From an optimization exercise on the open Yosys and OpenROAD flow, aimed at small area, a short achievable clock period and few clock cycles; shortcuts taken in it are not production practice. In this exercise RTL edits were held to simulation tests only and were not proved equivalent to the original. Power and IR drop assume default switching activity.

==> flow/design.v <==
module ctrl(
    input wire                   clk,
	input wire					 rst,
	input wire                   stallreq_from_id,  
	output wire[5:0]              stall       
);
    assign stall = (rst==1'b1)? 6'b000000: ((stallreq_from_id)? 6'b000011:6'b000000); 
endmodule
module PC
(
    input  wire         clk,
    input  wire         rst,
    input  wire         br_flag,     
    input  wire [31: 0] br_addr,     
    input  wire [ 5: 0] stall,
    output reg  [31: 0] pc
);
    always @(posedge clk, posedge rst) begin
        if(rst) begin
            pc   <= 32'hFFFFFFFC;
        end
        else if(stall[0]==1'b0) begin
            if(br_flag) pc <= br_addr;
            else pc <= pc + 32'd4;
        end
    end
endmodule
module IF_ID
(
    input  wire         clk,
    input  wire         rst,
    input  wire [31: 0] if_pc,
    input  wire [31: 0] if_inst,
    input wire  [ 5: 0] stall,
    output reg  [31: 0] id_pc,       
    output reg  [31: 0] id_inst      
);
    always @(posedge clk, posedge rst) begin
        if(rst) begin
            id_pc   <= 32'b0;
            id_inst <= 32'b0;
        end
        else if(stall[1]==1'b1&&stall[2]==1'b0) begin
            id_pc   <= 32'b0;
            id_inst <= 32'b0;
        end else if (stall[1]==1'b0) begin
            id_pc   <= if_pc;
            id_inst <= if_inst;
        end
    end
endmodule
module ID
(
    input  wire [31: 0] pc,          
    input  wire [31: 0] inst,        
    input  wire         ex_wreg_i,   
    input  wire [ 4: 0] ex_wd_i,     
    input  wire [31: 0] ex_wdata_i,  
    input  wire         mem_wreg_i,  
    input  wire [ 4: 0] mem_wd_i,    
    input  wire [31: 0] mem_wdata_i, 
    output reg  [ 4: 0] r1addr,      
    input  wire [31: 0] r1data,
    output reg  [ 4: 0] r2addr,      
    input  wire [31: 0] r2data,
    output reg [31: 0] opr1,        
    output reg [31: 0] opr2,        
    output reg  [ 3: 0] aluop,       
    output wire [31: 0] offset,
    output reg          wreg,        
    output reg  [ 4: 0] wraddr,
    output reg          br_flag,     
    output reg  [31: 0] br_addr,     
    output reg         stallreq     
);
    wire [ 5: 0] opcode    = inst[31:26];
    wire [ 4: 0] rs        = inst[25:21];
    wire [ 4: 0] rt        = inst[20:16];
    wire [ 4: 0] rd        = inst[15:11];
    wire [ 4: 0] sa        = inst[10: 6];
    wire [ 5: 0] funct     = inst[ 5: 0];
    wire [15: 0] immediate = inst[15: 0];
    wire [25: 0] j_offset  = inst[25: 0];
    wire [ 2: 0] sel       = inst[ 3: 0];
    wire [31: 0] zero_ext = {16'b0, immediate};
    wire [31: 0] sign_ext = {{16{immediate[15]}}, immediate};
    wire [31: 0] lui_ext  = {immediate, 16'b0};
    wire [31: 0] pcp4      = pc + 32'd4;
    wire [31: 0] br_target = pcp4 + (sign_ext << 2);
    reg  [31: 0] ext_imme;
    reg          r1read;
    reg          r2read;
    assign offset = sign_ext;
    always @(*) begin
        aluop     <= 4'h0;
        r1read    <= 1'b0;
        r2read    <= 1'b0;
        wreg      <= 1'b0;
        r1addr    <=  rs;
        r2addr    <=  rt;
        wraddr    <=  rd;
        ext_imme  <= 32'b0;
        br_flag   <= 1'b0;
        br_addr   <= 32'b0;
        stallreq <= 1'b0;
        case (opcode)
            6'b000000: begin
                case (funct)
                    6'b000000: begin
                        aluop     <= 4'h5;
                        r2read    <= 1'b1;
                        wreg      <= 1'b1;
                        ext_imme  <=  sa;
                    end
                    6'b000010: begin
                        aluop     <= 4'h6;
                        r2read    <= 1'b1;
                        wreg      <= 1'b1;
                        ext_imme  <=  sa;
                    end
                    6'b000011: begin
                        aluop     <= 4'h7;
                        r2read    <= 1'b1;
                        wreg      <= 1'b1;
                        ext_imme  <=  sa;
                    end
                    6'b000100: begin
                        aluop     <= 4'h5;
                        r1read    <= 1'b1;
                        r2read    <= 1'b1;
                        wreg      <= 1'b1;
                    end
                    6'b000110: begin
                        aluop     <= 4'h6;
                        r1read    <= 1'b1;
                        r2read    <= 1'b1;
                        wreg      <= 1'b1;
                    end
                    6'b000111: begin
                        aluop     <= 4'h7;
                        r1read    <= 1'b1;
                        r2read    <= 1'b1;
                        wreg      <= 1'b1;
                    end
                    6'b001000: begin
                        r1read    <= 1'b1;
                        br_flag   <= 1'b1;
                        br_addr   <= opr1;
                    end
                    6'b100000,
                    6'b100001: begin
                        aluop     <= 4'hA;
                        r1read    <= 1'b1;
                        r2read    <= 1'b1;
                        wreg      <= 1'b1;
                    end
                    6'b100010,
                    6'b100011: begin
                        aluop     <= 4'hB;
                        r1read    <= 1'b1;
                        r2read    <= 1'b1;
                        wreg      <= 1'b1;
                    end
                    6'b100100: begin
                        aluop     <= 4'h1;
                        r1read    <= 1'b1;
                        r2read    <= 1'b1;
                        wreg      <= 1'b1;
                    end
                    6'b100101: begin
                        aluop     <= 4'h2;
                        r1read    <= 1'b1;
                        r2read    <= 1'b1;
                        wreg      <= 1'b1;
                    end
                    6'b100110: begin
                        aluop     <= 4'h3;
                        r1read    <= 1'b1;
                        r2read    <= 1'b1;
                        wreg      <= 1'b1;
                    end
                    6'b100111: begin
                        aluop     <= 4'h4;
                        r1read    <= 1'b1;
                        r2read    <= 1'b1;
                        wreg      <= 1'b1;
                    end
                    6'b101010: begin
                        aluop     <= 4'h8;
                        r1read    <= 1'b1;
                        r2read    <= 1'b1;
                        wreg      <= 1'b1;
                    end
                    6'b101011: begin
                        aluop     <= 4'h9;
                        r1read    <= 1'b1;
                        r2read    <= 1'b1;
                        wreg      <= 1'b1;
                    end
                endcase
            end
            6'b000010: begin
                br_flag   <= 1'b1;
                br_addr   <= {pcp4[31:28], j_offset, 2'b00};
            end
            6'b000011: begin
                aluop     <= 4'hC;
                wreg      <= 1'b1;
                wraddr    <= 5'd31;
                br_flag   <= 1'b1;
                br_addr   <= {pcp4[31:28], j_offset, 2'b00};
            end
            6'b000100: begin
                r1read    <= 1'b1;
                r2read    <= 1'b1;
                br_flag   <= opr1 == opr2;
                br_addr   <= br_target;
            end
            6'b000101: begin
                r1read    <= 1'b1;
                r2read    <= 1'b1;
                br_flag   <= !(opr1 == opr2);
                br_addr   <= br_target;
            end
            6'b000110: if(rt == 5'b0) begin
                r1read    <= 1'b1;
                br_flag   <= $signed(opr1) <= $signed(32'd0);
                br_addr   <= br_target;
            end
            6'b000111: if(rt == 5'b0) begin
                r1read    <= 1'b1;
                br_flag   <= $signed(opr1) > $signed(32'd0);
                br_addr   <= br_target;
            end
            6'b001000,
            6'b001001: begin
                aluop     <= 4'hA;
                r1read    <= 1'b1;
                wreg      <= 1'b1;
                wraddr    <=  rt;
                ext_imme  <=  sign_ext;
            end
            6'b001010: begin
                aluop     <= 4'h8;
                r1read    <= 1'b1;
                wreg      <= 1'b1;
                wraddr    <=  rt;
                ext_imme  <=  sign_ext;
            end
            6'b001011: begin
                aluop     <= 4'h9;
                r1read    <= 1'b1;
                wreg      <= 1'b1;
                wraddr    <=  rt;
                ext_imme  <=  sign_ext;
            end
            6'b001100: begin
                aluop     <= 4'h1;
                r1read    <= 1'b1;
                wreg      <= 1'b1;
                wraddr    <=  rt;
                ext_imme  <=  zero_ext;
            end
            6'b001101: begin
                aluop     <= 4'h2;
                r1read    <= 1'b1;
                wreg      <= 1'b1;
                wraddr    <=  rt;
                ext_imme  <=  zero_ext;
            end
            6'b001110: begin
                aluop     <= 4'h3;
                r1read    <= 1'b1;
                wreg      <= 1'b1;
                wraddr    <=  rt;
                ext_imme  <=  zero_ext;
            end
            6'b001111: if(rs == 5'b0) begin
                aluop     <= 4'h2;
                r1read    <= 1'b1;
                wreg      <= 1'b1;
                wraddr    <=  rt;
                ext_imme  <=  lui_ext;
            end
            6'b100011: begin
                aluop     <= 4'hD;
                r1read    <= 1'b1;
                wreg      <= 1'b1;
                wraddr    <= rt;
                stallreq  <= 1'b1;
            end
            6'b101011: begin
                aluop     <= 4'hE;
                r1read    <= 1'b1;
                r2read    <= 1'b1;
            end
        endcase
    end
    always @(*) begin
       if ((r1read==1'b1)&&(ex_wreg_i==1'b1)&&(ex_wd_i==r1addr)&&(r1addr!=5'd0))begin
            opr1<=ex_wdata_i;
       end else if ((r1read==1'b1)&&(mem_wreg_i==1'b1)&&(mem_wd_i==r1addr)&&(r1addr!=5'd0))begin
            opr1<=mem_wdata_i;
       end else if(r1read == 1'b1) begin
	  	    opr1<= r1data;
	   end else if(r1read == 1'b0) begin
	  	    opr1<= ext_imme;
	   end else begin
	        opr1= 32'b0;
	   end
    end
    always @(*) begin
       if ((r2read==1'b1)&&(ex_wreg_i==1'b1)&&(ex_wd_i==r2addr)&&(r2addr!=5'd0))begin
            opr2<=ex_wdata_i;
       end else if ((r2read==1'b1)&&(mem_wreg_i==1'b1)&&(mem_wd_i==r2addr)&&(r2addr!=5'd0))begin
            opr2<=mem_wdata_i;
       end else if(r2read == 1'b1) begin
	  	    opr2<= r2data;
	   end else if(r2read == 1'b0) begin
	  	    opr2<= ext_imme;
	   end else begin
	        opr2= 32'b0;
	   end
    end
endmodule
module RegFile
(
    input  wire         clk,
    input  wire         rst,
    input  wire [ 4: 0] r1addr,
    output reg [31: 0] r1data,
    input  wire [ 4: 0] r2addr,
    output reg [31: 0] r2data,
    input  wire         wen,        
    input  wire [ 4: 0] waddr,      
    input  wire [31: 0] wdata       
);
    reg  [31: 0] GPR [31: 0];  
    always @(posedge clk) begin
        if(!rst) begin
            if(wen) GPR[waddr] <= wdata;
        end
    end
    always @(*)begin
        if(rst== 1'b1) begin     
            r1data<=32'b0;
        end else if(r1addr==5'b0) begin 
            r1data<=32'b0;
        end else if((r1addr==waddr)&&wen) begin
            r1data<=wdata;
        end else r1data<=GPR[r1addr];
    end
    always @(*)begin
        if(rst== 1'b1) begin     
            r2data<=32'b0;
        end else if(r2addr==5'b0) begin 
            r2data<=32'b0;
        end else if((r2addr==waddr)&&wen) begin
            r2data<=wdata;
        end else r2data<=GPR[r2addr];
    end
endmodule
module ID_EX
(
    input  wire         clk,
    input  wire         rst,
    input  wire [31: 0] id_pc,
    input  wire [ 3: 0] id_aluop,
    input  wire [31: 0] id_opr1,
    input  wire [31: 0] id_opr2,
    input  wire [31: 0] id_offset,
    input  wire         id_wreg,
    input  wire [ 4: 0] id_wraddr,
    input  wire [ 5: 0] stall,
    output reg  [31: 0] ex_pc,
    output reg  [ 3: 0] ex_aluop,    
    output reg  [31: 0] ex_opr1,     
    output reg  [31: 0] ex_opr2,     
    output reg  [31: 0] ex_offset,
    output reg          ex_wreg,     
    output reg  [ 4: 0] ex_wraddr
);
    always @(posedge clk, posedge rst) begin
        if(rst) begin
            ex_pc      <= 32'b0;
            ex_aluop   <= 4'h0;
            ex_opr1    <= 32'b0;
            ex_opr2    <= 32'b0;
            ex_offset  <= 32'b0;
            ex_wreg    <= 1'b0;
            ex_wraddr  <= 5'b0;
        end
        else if (stall[2]==1'b1&&stall[3]==1'b0) begin
            ex_pc      <= 32'b0;
            ex_aluop   <= 4'h0;
            ex_opr1    <= 32'b0;
            ex_opr2    <= 32'b0;
            ex_offset  <= 32'b0;
            ex_wreg    <= 1'b0;
            ex_wraddr  <= 5'b0;
        end
        else if (stall[2]==1'b0) begin
            ex_pc      <= id_pc;
            ex_aluop   <= id_aluop;
            ex_opr1    <= id_opr1;
            ex_opr2    <= id_opr2;
            ex_offset  <= id_offset;
            ex_wreg    <= id_wreg;
            ex_wraddr  <= id_wraddr;
        end
    end
endmodule
module EX 
(
    input  wire [31: 0] pc,
    input  wire [ 3: 0] aluop,
    input  wire [31: 0] opr1,
    input  wire [31: 0] opr2,
    input  wire [31: 0] offset,
    input  wire         ex_wreg_i,
    output reg          ex_wreg_o,
    input  wire [ 4: 0] ex_wraddr_i,
    output reg  [ 4: 0] ex_wraddr_o,
    output reg  [31: 0] alures,
    output reg          m_wen,       
    output reg  [31: 0] m_addr,      
    output reg  [31: 0] m_dout       
);
    wire [31: 0] abs_opr1 = opr1[31] ? ~opr1 + 32'd1 : opr1;
    wire [31: 0] abs_opr2 = opr2[31] ? ~opr2 + 32'd1 : opr2;
    always @(*) begin
        ex_wreg_o <= ex_wreg_i;
        ex_wraddr_o<=ex_wraddr_i;
    end
    always @(*) begin
        case (aluop)
            4'h5:  alures <= opr2 << opr1[4:0];
            4'h6:  alures <= opr2 >> opr1[4:0];
            4'h7:  alures <= ($signed(opr2)) >>> opr1[4:0];
            4'hA:  alures <= opr1 + opr2;
            4'hB:  alures <= opr1 - opr2;
            4'h1:  alures <= opr1 & opr2;
            4'h2:   alures <= opr1 | opr2;
            4'h3:  alures <= opr1 ^ opr2;
            4'h4:  alures <= ~(opr1 | opr2);
            4'h8:  alures <= $signed(opr1) < $signed(opr2);
            4'h9: alures <= opr1 < opr2;
            4'hC:  alures <= pc + 32'd8;
            default:   alures <= 32'b0;
        endcase
    end
    wire [31: 0] sl_addr = opr1 + offset;
    always @(*) begin
        m_wen   <= 1'b0;
        m_addr  <= 32'b0;
        m_dout  <= 32'b0;
        case (aluop)
            4'hD: begin
                m_addr  <= sl_addr;
            end
            4'hE:  begin
                m_addr  <= sl_addr;
                m_dout  <= opr2;
                m_wen   <= 1'b1;
            end
        endcase
    end
endmodule
module EX_MEM
(
    input  wire            clk,
    input  wire            rst,
    input  wire [ 3: 0] ex_aluop, 
    input  wire [31: 0] ex_alures,
    input  wire         ex_m_wen,
    input  wire [31: 0] ex_m_addr,
    input  wire [31: 0] ex_m_dout,
    input  wire         ex_wreg,
    input  wire [ 4: 0] ex_wraddr,
    input  wire [ 5: 0] stall,
    output reg  [ 3: 0] mem_aluop, 
    output reg  [31: 0] mem_alures,
    output reg          mem_m_wen,       
    output reg  [31: 0] mem_m_addr,
    output reg  [31: 0] mem_m_dout,
    output reg          mem_wreg,
    output reg  [ 4: 0] mem_wraddr
);
    always @(posedge clk, posedge rst) begin
        if(rst) begin
            mem_aluop   <= 4'h0;
            mem_alures  <= 32'b0;
            mem_m_wen   <= 1'b0;
            mem_m_addr  <= 32'b0;
            mem_m_dout  <= 32'b0;
            mem_wreg    <= 1'b0;
            mem_wraddr  <= 5'b0;
        end else if(stall[3] == 1'b1 && stall[4] == 1'b0) begin
            mem_aluop   <= 4'h0;
            mem_alures  <= 32'b0;
            mem_m_wen   <= 1'b0;
            mem_m_addr  <= 32'b0;
            mem_m_dout  <= 32'b0;
            mem_wreg    <= 1'b0;
            mem_wraddr  <= 5'b0;
        end else if (stall[4] == 1'b0) begin
            mem_aluop   <= ex_aluop;
            mem_alures  <= ex_alures;
            mem_m_wen   <= ex_m_wen;
            mem_m_addr  <= ex_m_addr;
            mem_m_dout  <= ex_m_dout;
            mem_wreg    <= ex_wreg;
            mem_wraddr  <= ex_wraddr;
        end
    end
endmodule
module MEM
(
    input wire  [ 3: 0] aluop_i,         
    input wire  [31: 0] alures_i,        
    input wire          m_wen_i,         
    input wire  [31: 0] m_addr_i,        
    input wire  [31: 0] m_dout_i,        
    input wire          wreg_i,          
    input wire  [ 4: 0] wraddr_i,        
    input wire  [31: 0] m_din_i,         
    output reg  [ 3: 0] aluop_o,         
    output reg  [31: 0] alures_o,        
    output reg          wreg_o,          
    output reg  [ 4: 0] wraddr_o,        
    output reg          data_wen_o,      
    output reg  [31: 0] data_addr_o,     
    output reg  [31: 0] data_dout_o,     
    output reg  [31: 0] m_din_o          
);
    always @ (*) begin
        aluop_o     <= aluop_i;
        alures_o    <= alures_i;
        wreg_o      <= wreg_i;
        wraddr_o    <= wraddr_i;
        data_wen_o  <= m_wen_i;
        data_addr_o <= m_addr_i;
        data_dout_o <= m_dout_i;
        m_din_o     <= m_din_i;
    end
endmodule
module MEM_WB
(
    input  wire         clk,
    input  wire         rst,
    input  wire [ 3: 0] mem_aluop, 
    input  wire [31: 0] mem_alures,
    input  wire [31: 0] mem_m_din,
    input  wire         mem_wreg,
    input  wire [ 4: 0] mem_wraddr,
    input  wire [ 5: 0] stall,
    output reg  [ 3: 0] wb_aluop, 
    output reg  [31: 0] wb_alures,
    output reg  [31: 0] wb_m_din,    
    output reg          wb_wreg,     
    output reg  [ 4: 0] wb_wraddr    
);
    always @(posedge clk, posedge rst) begin
        if(rst) begin
            wb_aluop  <= 4'h0;
            wb_alures <= 32'b0;
            wb_m_din  <= 32'b0;
            wb_wreg   <= 1'b0;
            wb_wraddr <= 5'b0;
        end else if(stall[4] == 1'b1 && stall[5] == 1'b0) begin
         wb_aluop  <= 4'h0;
            wb_alures <= 32'b0;
            wb_m_din  <= 32'b0;
            wb_wreg   <= 1'b0;
            wb_wraddr <= 5'b0;
        end else if(stall[4] == 1'b0) begin
            wb_aluop  <= mem_aluop;
            wb_alures <= mem_alures;
            wb_m_din  <= mem_m_din;
            wb_wreg   <= mem_wreg;
            wb_wraddr <= mem_wraddr;
        end
    end
endmodule
module WB
(
    input  wire [ 3: 0] aluop_i,
    input  wire [31: 0] alures_i,
    input  wire [31: 0] m_din_i,     
    input  wire         wreg_i,      
    input  wire [ 4: 0] wraddr_i,    
    output reg          wreg_o,      
    output reg  [ 4: 0] wraddr_o,    
    output reg  [31: 0] wrdata_o     
);
    wire        [31: 0] wb_wrdata;
    assign wb_wrdata = (aluop_i == 4'hD) ? m_din_i : alures_i;
    always @ (*) begin
        wreg_o      <= wreg_i;
        wraddr_o    <= wraddr_i;
        wrdata_o    <= wb_wrdata;
    end
endmodule
module miniMIPS_Top
(
    input  wire         clk,
    input  wire         rst,
    output wire [31: 0] inst_addr,
    input  wire [31: 0] inst_data,
    output wire         data_wen,
    output wire [31: 0] data_addr,
    output wire [31: 0] data_dout,
    input  wire [31: 0] data_din
);
    wire [31: 0] if_pc;
    wire [31: 0] if_inst;
    wire [31: 0] id_pc;
    wire [31: 0] id_inst;
    wire         br_flag;
    wire [31: 0] br_addr;
    wire [ 4: 0] r1addr;
    wire [31: 0] r1data;
    wire [ 4: 0] r2addr;
    wire [31: 0] r2data;
    wire [31: 0] id_opr1;
    wire [31: 0] id_opr2;
    wire [31: 0] id_offset;
    wire [ 3: 0] id_aluop;
    wire         id_wreg;
    wire [ 4: 0] id_wraddr;
    wire [31: 0] ex_pc;
    wire [ 3: 0] ex_aluop;
    wire [31: 0] ex_opr1;
    wire [31: 0] ex_opr2;
    wire [31: 0] ex_offset;
    wire         ex_wreg;
    wire [ 4: 0] ex_wraddr;
    wire [31: 0] ex_alures;
    wire         ex_m_wen;
    wire [31: 0] ex_m_addr;
    wire [31: 0] ex_m_dout;
    wire [ 3: 0] mem_aluop;
    wire [31: 0] mem_alures;
    wire         mem_wreg;
    wire [ 4: 0] mem_wraddr;
    wire         mem_m_wen;
    wire [31: 0] mem_m_addr;
    wire [31: 0] mem_m_dout;
    wire [31: 0] mem_m_din_o;
    wire [ 3: 0] mem_aluop_o;
    wire [31: 0] mem_alures_o;
    wire         mem_wreg_o;
    wire [ 4: 0] mem_wraddr_o;
    wire [ 3: 0] wb_aluop;
    wire [31: 0] wb_alures;
    wire [31: 0] wb_m_din;
    wire         wb_wreg;
    wire [ 4: 0] wb_wraddr;
    wire [31: 0] wb_wrdata;
    wire         wb_wreg_o;
    wire [ 4: 0] wb_wraddr_o;
    wire         stallreq_from_id;
    wire         stallreq_from_ex;
    wire [ 5: 0] stall;
    wire [31: 0] mem_fwd_data;
    assign mem_fwd_data = (mem_aluop_o == 4'hD) ? mem_m_din_o : mem_alures_o;
    wire ex_wreg_i;
    assign ex_wreg_i=ex_wreg;
    wire ex_wreg_o;
    wire [4:0]ex_wraddr_i;
    assign ex_wraddr_i=ex_wraddr;
    wire [4:0]ex_wraddr_o;
    ctrl ctrl
    (
        .clk(clk),
        .rst(rst),
        .stallreq_from_id(stallreq_from_id),
        .stall(stall)
    );
    PC pc
    (
        .clk        ( clk       ),
        .rst        ( rst       ),
        .br_flag    ( br_flag   ),
        .br_addr    ( br_addr   ),
        .pc         ( if_pc     ),
        .stall      ( stall     )
    );
    assign inst_addr = if_pc;
    assign if_inst   = inst_data;
    IF_ID if_id (
        .clk        ( clk       ),
        .rst        ( rst       ),
        .if_pc      ( if_pc     ),
        .if_inst    ( if_inst   ),
        .id_pc      ( id_pc     ),
        .id_inst    ( id_inst   ),
        .stall      ( stall     )
    );
    ID id
    (
        .pc         ( id_pc     ),
        .inst       ( id_inst   ),
        .r1addr     ( r1addr    ),
        .r1data     ( r1data    ),
        .r2addr     ( r2addr    ),
        .r2data     ( r2data    ),
        .opr1       ( id_opr1   ),
        .opr2       ( id_opr2   ),
        .aluop      ( id_aluop  ),
        .offset     ( id_offset ),
        .wreg       ( id_wreg   ),
        .wraddr     ( id_wraddr ),
        .br_flag    ( br_flag   ),
        .br_addr    ( br_addr   ),
        .ex_wreg_i  ( ex_wreg_o   ),
        .ex_wd_i    ( ex_wraddr_o ),
        .ex_wdata_i ( ex_alures ),
        .mem_wreg_i ( mem_wreg_o),
        .mem_wd_i   ( mem_wraddr_o),
        .mem_wdata_i( mem_fwd_data),
        .stallreq   ( stallreq_from_id)
    );
    RegFile rf
    (
        .clk        ( clk        ),
        .rst        ( rst        ), 
        .r1addr     ( r1addr     ),
        .r1data     ( r1data     ),
        .r2addr     ( r2addr     ),
        .r2data     ( r2data     ),
        .wen       ( wb_wreg_o  ),
        .waddr     ( wb_wraddr_o), 
        .wdata     ( wb_wrdata  )
    );
    ID_EX id_ex ( 
        .clk        ( clk       ),
        .rst        ( rst       ),
        .id_pc      ( id_pc     ),
        .id_aluop   ( id_aluop  ),
        .id_opr1    ( id_opr1   ),
        .id_opr2    ( id_opr2   ),
        .id_offset  ( id_offset ),
        .id_wreg    ( id_wreg   ),
        .id_wraddr  ( id_wraddr ),
        .ex_pc      ( ex_pc     ),
        .ex_aluop   ( ex_aluop  ),
        .ex_opr1    ( ex_opr1   ),
        .ex_opr2    ( ex_opr2   ),
        .ex_offset  ( ex_offset ),
        .ex_wreg    ( ex_wreg   ),
        .ex_wraddr  ( ex_wraddr ),
        .stall      ( stall     )
    );
    EX ex 
    (
        .pc         ( ex_pc     ),
        .aluop      ( ex_aluop  ),
        .opr1       ( ex_opr1   ),
        .opr2       ( ex_opr2   ),
        .offset     ( ex_offset ),
        .alures     ( ex_alures ),
        .m_wen      ( ex_m_wen  ),
        .m_addr     ( ex_m_addr ),
        .m_dout     ( ex_m_dout ),
        .ex_wreg_i  (ex_wreg_i),
        .ex_wreg_o  (ex_wreg_o),
        .ex_wraddr_i(ex_wraddr_i),
        .ex_wraddr_o(ex_wraddr_o)
    );
    EX_MEM ex_mem ( 
        .clk        ( clk           ),
        .rst        ( rst           ),
        .ex_aluop   ( ex_aluop      ),
        .ex_alures  ( ex_alures     ),
        .ex_m_wen   ( ex_m_wen      ),
        .ex_m_addr  ( ex_m_addr     ),
        .ex_m_dout  ( ex_m_dout     ),
        .ex_wreg    ( ex_wreg_o       ),
        .ex_wraddr  ( ex_wraddr     ),
        .stall      ( stall         ),
        .mem_aluop  ( mem_aluop     ),
        .mem_alures ( mem_alures    ),
        .mem_m_wen  ( mem_m_wen     ),
        .mem_m_addr ( mem_m_addr    ),
        .mem_m_dout ( mem_m_dout    ),
        .mem_wreg   ( mem_wreg      ),
        .mem_wraddr ( mem_wraddr    )
    );
    MEM mem(
        .aluop_i    ( mem_aluop     ),
        .alures_i   ( mem_alures    ),
        .m_wen_i    ( mem_m_wen     ),
        .m_addr_i   ( mem_m_addr    ),
        .m_dout_i   ( mem_m_dout    ),
        .wreg_i     ( mem_wreg      ),
        .wraddr_i   ( mem_wraddr    ),
        .m_din_i    ( data_din      ),
        .aluop_o    ( mem_aluop_o   ),
        .alures_o   ( mem_alures_o  ),
        .wreg_o     ( mem_wreg_o    ),
        .wraddr_o   ( mem_wraddr_o  ),
        .data_wen_o ( data_wen      ),
        .data_addr_o( data_addr     ),
        .data_dout_o( data_dout     ),
        .m_din_o    ( mem_m_din_o   )
    );
    MEM_WB mem_wb (
        .clk        ( clk           ),
        .rst        ( rst           ),
        .mem_aluop  ( mem_aluop_o   ),
        .mem_alures ( mem_alures_o  ),
        .mem_m_din  ( mem_m_din_o   ),
        .mem_wreg   ( mem_wreg_o    ),
        .mem_wraddr ( mem_wraddr_o  ),
        .stall      ( stall         ),
        .wb_aluop   ( wb_aluop      ),
        .wb_alures  ( wb_alures     ),
        .wb_m_din   ( wb_m_din      ),
        .wb_wreg    ( wb_wreg       ),
        .wb_wraddr  ( wb_wraddr     )
    );
    WB wb(
        .aluop_i    ( wb_aluop      ),
        .alures_i   ( wb_alures     ),
        .m_din_i    ( wb_m_din      ),
        .wreg_i     ( wb_wreg       ),
        .wraddr_i   ( wb_wraddr     ),
        .wreg_o     ( wb_wreg_o     ),
        .wraddr_o   ( wb_wraddr_o   ),
        .wrdata_o   ( wb_wrdata     )
    );
endmodule
==> flow/run.sh <==
#!/bin/bash
# synth_recipe.tcl (not shown) runs the flow's synth.tcl, then flattens the netlist and writes it again
# the make line also repeats each setting of config.mk as NAME=value (left out here)
make -C /OpenROAD-flow-scripts/flow DESIGN_CONFIG=/design/flow/config.mk WORK_HOME=/design/flow/orfs CLKGATE_MAP_FILE= SYNTH_SCRIPT=/design/flow/synth_recipe.tcl finish
==> flow/config.mk <==
export PLATFORM = sky130hd
export DESIGN_NAME = miniMIPS_Top
export DESIGN_NICKNAME = miniMIPS_Top
export VERILOG_FILES = /design/flow/design.v
export SDC_FILE = /design/flow/constraint.sdc
export NUM_CORES = 4
export LEC_CHECK = 0
export CAP_MARGIN = 20
export CORE_MARGIN = 2
export CORE_UTILIZATION = 40
export SLEW_MARGIN = 20
==> flow/constraint.sdc <==
create_clock -name core_clock -period 9.0 [get_ports {clk}]
set_input_delay 1.8000 -clock core_clock [delete_from_list [all_inputs] [get_ports {clk}]]
set_output_delay 1.8000 -clock core_clock [all_outputs]
set_load 0.01 [all_outputs]
==> impl_metrics.tcl <==
set metrics [dict create \
    dr_total_vias 56700 \
    clkPwrFrac_pct 39.4 \
    p_seq_share_pct 44.8 \
    synthesis.yosys.warnings 10 \
    clkTransAtPathRegs_ns 0.07 \
    htreeDepth 4 \
    cp-startpoint "id_ex.ex_opr1[0]" \
    via_per_inst 6.61 \
    antenna_found_initial 12 \
    hold_depth 0 \
    max-cap-violations 0 \
    fp.coreArea_um2 195000 \
    routabilityCongestion 1.03 \
    cp-end-kind "flip-flop" \
    synth_top_flop_cell "sky130_fd_sc_hd__edfxtp_1" \
    postSynth.asyncResetShare_pct 28.0 \
    multi_input_comb_area_um2 35300 \
    layout-drive-gt1-share_pct 21.3 \
    crit-reg2reg-capture "pc.pc[20]" \
    dp_hpwl_mm 208 \
    critPathArrivalTime_ns 8.72 \
    total_switching_power_mw 4.90 \
    detail_route.first_pass.iterations 7 \
    fp.dieArea_um2 199000 \
    netlist_instances 5769 \
    wl_per_cell_um 35.4 \
    route.antenna.remaining_nets 0 \
    minimum_clock_period_after_layout_ns 8.04 \
    post_cts_hold_buffer_count 0 \
    outcome "no timing/DRC/antenna violations" \
    worst_skew_pair.late_latency_ns 0.84 \
    post-cts-setup-buffer-count 0 \
    boundaryPins 163 \
    final_max_slew_viol_count 0 \
    fmax_mhz 124 \
    crit-reg2reg-launch "id_ex.ex_opr1[0]" \
    clock_skew_ns 0.0689 \
    final_common_cell "sky130_fd_sc_hd__edfxtp_1" \
    layout.nets 6148 \
    synth.distinct_cells 109 \
    placement.io_buffers 162 \
    critPathLaunchType "flip-flop" \
    setup.worst_path.class "reg -> reg" \
    worst-endpoint-required_ns 9.68 \
    synth_nets 6014 \
    setup.reg_to_reg.worst_slack_ns 0.96 \
    p_int_mw 12.3 \
    final.period_utilization_pct 89.3 \
    cellLeakagePower_nw 31.7 \
    start_util_pct 40.2 \
    final_hold_violating_endpoints 0 \
    synth.cell_area_um2 78200 \
    clk_buf_depth 3 \
    drcViolationCount 0 \
    area_growth_syn_to_layout_pct 13.6 \
    count_of_cells_along_the_worst_register_to_register_path 23 \
    first_pass_grt_wire_length_mm 426 \
    fin_worst_hold_slack_ns 0.354 \
    ys_ff_latch 1423 \
    first_global_vias 56100 \
    ys_seq_area_share_pct 52.1 \
    cts-buffers-inserted 158 \
    worstHoldPathType "reg -> reg" \
    drt_wl_total_mm 304 \
    most-common-layout-cells "sky130_fd_sc_hd__edfxtp_1 (1024), sky130_fd_sc_hd__mux4_2 (589), sky130_fd_sc_hd__nor2_1 (356)" \
    setup_viol_count_final 0 \
    comb_power_share_pct 15.9 \
    setup_tns_ns 0 \
    critPathMaxFanout 58 \
    initialDrtViolationCount 8292 \
    maxSlewHeadroom_pct 18.9 \
    final.fill_count 17200 \
    clock_root_buffer "sky130_fd_sc_hd__clkbuf_16" \
    power.share.switching_pct 28.4 \
    grtUsageTotal_pct 30.1 \
    floorplan.rows 162 \
    area_taken_by_flip_flops_and_latches_um2 40800 \
    die_boundary_height_um 446 \
    post_synth.cell_area_avg_um2 13.6 \
    resize_count_post_cts 0 \
    synth_edf_count 1024 \
    peakVddDrop_mv 0.218 \
    cts_tree "built" \
    p_per_area_nw_per_um2 194 \
    die-width_um 446 \
    worstMarginPinSlew_ns 1.21 \
    grt_remaining_overflow 0 \
    setup_repair_after_global_routing_missed_its_margin "false" \
    largest_net_degree_at_the_start_of_global_routing 151 \
    tritoncts_num_sinks 1423 \
    worst_setup_path_endpoint "pc.pc[20]" \
]
## final cells by class
type                       count  share of cell area (%)
sequential                  1423                    45.9
multi-input combinational   3751                    39.8
clock buffer                 194                    4.78
timing repair buffer         370                    3.81
tap                         2542                    3.58
clock inverter               101                    1.33
inverter                     199                   0.844
antenna                        2                 0.00563
## critical path, stage by stage (launching register included)
cell and delay (ns):
sky130_fd_sc_hd__dfrtp_4 0.42, sky130_fd_sc_hd__inv_1 0.15, sky130_fd_sc_hd__ha_1 0.35, sky130_fd_sc_hd__fa_1 0.47, sky130_fd_sc_hd__or2_2 0.32, sky130_fd_sc_hd__a221oi_1 0.60
sky130_fd_sc_hd__o221ai_1 0.37, sky130_fd_sc_hd__o31ai_1 0.32, sky130_fd_sc_hd__xor2_1 0.18, sky130_fd_sc_hd__nor2_1 0.06, sky130_fd_sc_hd__a211oi_1 0.72, sky130_fd_sc_hd__a211oi_2 0.39
sky130_fd_sc_hd__xor2_1 0.26, sky130_fd_sc_hd__nor4_1 0.44, sky130_fd_sc_hd__and4_1 0.28, sky130_fd_sc_hd__nand4_1 0.11, sky130_fd_sc_hd__nor4_2 0.60, sky130_fd_sc_hd__buf_4 0.22
sky130_fd_sc_hd__and4bb_1 0.24, sky130_fd_sc_hd__o211ai_4 0.17, sky130_fd_sc_hd__nand2_4 0.10, sky130_fd_sc_hd__buf_4 0.52, sky130_fd_sc_hd__o21ai_1 0.17, sky130_fd_sc_hd__a222oi_1 0.38
## flip-flops by register name, indices dropped and copies added (netlist names), 16 cells and up
name and flops:
pc.pc 32, id_ex.ex_offset 16, ex_mem.mem_m_addr 32, if_id.id_inst 32, id_ex.ex_opr2 32, ex_mem.mem_m_dout 32, mem_wb.wb_alures 32, if_id.id_pc 32
id_ex.ex_pc 32, rf.GPR 1024, ex_mem.mem_alures 32, id_ex.ex_opr1 32, mem_wb.wb_m_din 32
## power by group through the flow
stage	clock [mW]	combinational, mW	sequential (mW)
2_1_floorplan	0	1.72	7.68
3_3_place_gp	0	2.66	7.84
3_5_place_dp	0	2.67	7.84
4_1_cts	6.87	2.69	7.71
5_1_grt	7.12	2.89	7.74
6_report	6.78	2.73	7.71
## per-layer routing
metal | track usage, % | routed length (µm)
met1 | 37.6 | 112000
met2 | 48.0 | 142000
met3 | 6.29 | 27500
met4 | 18.7 | 22500
met5 | 0 | 64
## cells by family after synthesis
logic type / synth area share, %
flops: 52.1
fa+ha+maj: 2.90
buf+inv: 3.22
simple gates: 8.71
xor+xnor: 1.90
compound gates: 10.5
mux: 20.7
## synth_stat cells (all sizes together), types with 18 or more instances
library cell,instances,share of area [%]
a211oi,72,0.71
a22oi,89,0.85
o211ai,56,0.55
a2111oi,20,0.23
nand4,50,0.40
a222oi,32,0.41
a32oi,19,0.21
o21ai,173,1.1
xor2,54,0.60
dfrtp,369,12
nand3b,18,0.17
a21oi,250,1.6
edfxtp,1024,39
a31oi,45,0.36
a21o,26,0.25
and3,52,0.42
inv,191,0.92
buf,171,1.2
mux2i,218,2.8
o21a,28,0.27
or3,29,0.23
nor2,395,1.9
o22ai,42,0.34
clkbuf,225,1.1
o221ai,32,0.36
nor3,135,0.90
a221oi,46,0.62
nand3,115,0.74
and2,31,0.25
mux4,589,17
nor4,42,0.37
dfstp,30,1.0
nand2b,49,0.39
ha,175,2.8
nor2b,92,0.74
xnor2,116,1.3
mux2,65,0.94
nand2,294,1.4
## metrics by stage
stage	setup WS, ns	instance area [µm²]	power, mW	util, %	cells
floorplan	-1.16	78300	9.40	-	5769
global placement	0.550	83300	10.5	42.8	8281
detailed placement	0.824	83500	10.5	42.9	8285
CTS	1.10	88900	17.3	45.7	8580
global route	0.790	88900	17.8	45.7	8581
finish	0.961	88900	17.2	45.7	8582
## how the worst min path moves through the flow
stage | start | to | slack (ns)
5_1_grt | ex_mem.mem_alures[29] | mem_wb.wb_alures[29] | 0.38
3_5_place_dp | ex_mem.mem_aluop[1] | mem_wb.wb_aluop[1] | 0.36
3_3_place_gp | ex_mem.mem_aluop[1] | mem_wb.wb_aluop[1] | 0.35
2_1_floorplan | ex_mem.mem_aluop[1] | mem_wb.wb_aluop[1] | 0.35
6_report | ex_mem.mem_alures[29] | mem_wb.wb_alures[29] | 0.35
4_1_cts | ex_mem.mem_alures[29] | mem_wb.wb_alures[29] | 0.34
Testbench counts, summed over its fixed seeds: cycles 60,340.

static timing again, ports no longer ideal:
How much do the figures lean on ideal ports? The routed layout below was timed once more, with nothing changed but the port constraints. Step 1 sets driving cells, clkbuf_16 on the clock port and buf_2 on the other inputs (assumed; they add their load-dependent delay and slew). Step 2 adds t to the input delays and takes it off the output delays; t is the mean of the earliest and latest rising clock arrival at the registers after step 1. Input paths then give back, and output paths get back, about the clock's delay inside the block. Three values: no drivers, after step 1, after step 2; two values: the first two.
t (ns): 0.889
setup slack, ns: 0.961 / 0.961 / 0.671
latest minus earliest clock arrival (ns): 0.069 / 0.069
slew at the worst register clock pin (ns): 0.07 / 0.07
pins driven straight from the clock port: 1
After both steps this run still meets setup and hold. For this run, drivers alone change the setup slack by 0.000 ns; drivers and shift together by -0.290 ns.
